From an optimization exercise on the open Yosys and OpenROAD flow, aimed at small area, a short achievable clock period and few clock cycles; shortcuts taken in it are not production practice. The RTL was checked by simulation tests, not by an equivalence proof against the original design.

## north
Design cpu, start of the top module:
module cpu (clk, reset, mem_rdata, mem_addr, mem_wr, mem_wdata);
	input wire clk;
	input wire reset;
	input wire [31:0] mem_rdata;
	output wire [31:0] mem_addr;
	output wire mem_wr;
	output wire [31:0] mem_wdata;
	localparam K_LD = 2'd0, K_SBSH = 2'd1, K_INC = 2'd2, K_EXC = 2'd3;
	localparam S_IDLE = 2'd0, S_WAIT = 2'd1, S_INC = 2'd2, S_XQ = 2'd3;
	reg [31:0] fpc, hpc, maddr;
	reg ft1, ft2, fp1, fp2, fen;
	reg [3:0] fh1, fh2;    
	reg [2:0] qn;
	reg [31:0] q0, q1, q2;
	reg qp0, qp1, qp2;
	reg btb_v;
	reg [31:0] btb_pc, btb_tgt;
	reg bus_d, dwr;
	reg [31:0] daddr, wdata;
	reg t1_v, t2_v, t3_v;
	reg [1:0] t1_k, t2_k, t3_k, t1_sz, t2_sz, t3_sz;
	reg [4:0] t1_wa, t2_wa, t3_wa;
	reg [31:0] epc;
	reg [1:0] xcode;
	reg ex_v;
	reg [1:0] es;
	reg [31:0] ex_a, ex_b;
	reg [31:0] x_pc;     
	reg [4:0] x_wa;
	reg [31:0] ex_y;     
	reg x_wr, x_ovf, x_sub;
	reg r_sum, r_and, r_slt, r_sh, r_hi, r_lo, r_a;
	reg x_shv, x_shl, x_sha;
	reg x_br, x_pred;
	reg [1:0] x_brk;
	reg x_ld, x_sw, x_sbsh, x_incdec, x_mult, x_div, x_unk;
	reg [1:0] x_sz;
	reg wb_v;
	reg [4:0] wb_wa;
	reg [31:0] wb_wd;
	assign mem_addr = maddr;
	assign mem_wr = dwr;
	assign mem_wdata = wdata;
	wire [31:0] rf_r1, rf_r2;
	wire [5:0] op = q0[31:26];
	wire [4:0] rs = q0[25:21];
	wire [4:0] rt = q0[20:16];
	wire [4:0] rd = q0[15:11];
	wire [5:0] fn = q0[5:0];
	wire [15:0] imm = q0[15:0];
	regfile rf (.clk(clk), .reset(reset), .we(wb_v), .wa(wb_wa), .wd(wb_wd),
		.ra1_n(q0_n[25:21]), .ra2_n(q0_n[20:16]), .rd1(rf_r1), .rd2(rf_r2));
	wire md_busy;
	wire md_start_mult, md_start_div;
	wire [31:0] hi, lo;
	mdu md (.clk(clk), .reset(reset), .start_mult(md_start_mult), .start_div(md_start_div),
		.a(ex_a), .b(ex_b), .busy(md_busy), .hi(hi), .lo(lo));
	wire dv = (qn != 3'd0);
	wire rtype = (op == 6'h00);
	wire d_add  = rtype & (fn == 6'h20);
	wire d_sub  = rtype & (fn == 6'h22);
	wire d_and  = rtype & (fn == 6'h24);
	wire d_sll  = rtype & (fn == 6'h00);
	wire d_srl  = rtype & (fn == 6'h02);
	wire d_sra  = rtype & (fn == 6'h03);
  ...
clock: 17.0 ns
lec_check: 0
cap_margin: 60
cell_pad_in_sites_detail_placement: 1
cell_pad_in_sites_global_placement: 2
core_margin: 2
core_utilization: 45
cts_cluster_diameter: 60
cts_cluster_size: 20
place_density: 0.6
slew_margin: 60
standard.sh (not shown) runs the stock make flow with config.mk's settings and CLKGATE_MAP_FILE= SYNTH_SCRIPT=/design/flow/synth_recipe.tcl, a recipe that flattens the netlist after the stock synthesis.
==> flow/flow/run.sh <==
#!/bin/bash
# The standard layout (standard.sh, unchanged synthesis and steps), with
# ORFS's timing repair asked to leave a setup margin below the 17 ns clock
# and the port buffers made with buf_4 cells.  Every port still gets its
# buffer; the clock period and the constraints are the design's.
export SETUP_SLACK_MARGIN=12.3
export BUFFER_PORTS_ARGS="-buffer_cell sky130_fd_sc_hd__buf_4"
bash standard.sh > standard_flow.log 2>&1
Testbench counts of north, summed over its fixed seeds: cycles 75,195.
What south does differently from north at the input level:
Settings: CORE_UTILIZATION: 45 -> 50; SLEW_MARGIN: 60 -> 20; PLACE_DENSITY: 0.6 -> 0.62; CAP_MARGIN: 60 -> 20; CTS_CLUSTER_SIZE: 20 -> 25; CTS_CLUSTER_DIAMETER: 60 -> 80.
==> flow/flow/run.sh <==
#!/bin/bash
# The standard layout (standard.sh, unchanged synthesis and steps), with
# ORFS's timing repair asked to leave a setup margin below the 17 ns clock
# and the port buffers made with buf_4 cells.  Every port still gets its
# buffer; the clock period and the constraints are the design's.
export SETUP_SLACK_MARGIN=12.4
export BUFFER_PORTS_ARGS="-buffer_cell sky130_fd_sc_hd__buf_4"
bash standard.sh > standard_flow.log 2>&1
--- outcome ---
- Completing all stages was not enough for south: its layout failed the final checks because of capacitance limit, slew limit.
- Looking at the reports, north completed the entire flow and the layout it produced met the timing, design-rule and antenna checks.
- Synthesis-to-finish area growth, south and north, higher one = north.
- Comparing north against south, there is no change at all in post-synthesis simple-gate area fraction.
- As of south, clock buffer count in the final layout had fallen by more than 10% compared to north.
- For north, the kind of critical path was primary input to flop, unlike south, where it was flop to flop.
- Across both runs, iteration count of the initial detailed-routing pass was higher for south than for north.
- The higher routed wire length came out of north.

## afterwards: timing with drivers on the ports
No port has a modelled driver above. Below, the same layouts with a new extraction and two added sets of constraints.
Step 1 sets driving cells, clkbuf_16 on the clock port and buf_2 on the other inputs (assumed; they add their load-dependent delay and slew).
Step 2 times the ports against the registers' clock, not the clock port: input delays grow and output delays shrink by t, the midpoint of the rising clock arrivals with the driver on.
a / b / c = ideal ports / drivers / drivers and shift; a / b = the first two.
run	t (ns)	setup slack, ns	worst setup path after step 2	slew at the worst register clock pin (ns)
north	0.982	12.025 / 11.999 / 11.092	input to register	0.09 / 0.09
south	0.953	11.924 / 11.924 / 11.201	input to register	0.11 / 0.11
The setup slack of north, which loses most, moves by -0.026 ns with the drivers and by -0.933 ns with both steps.
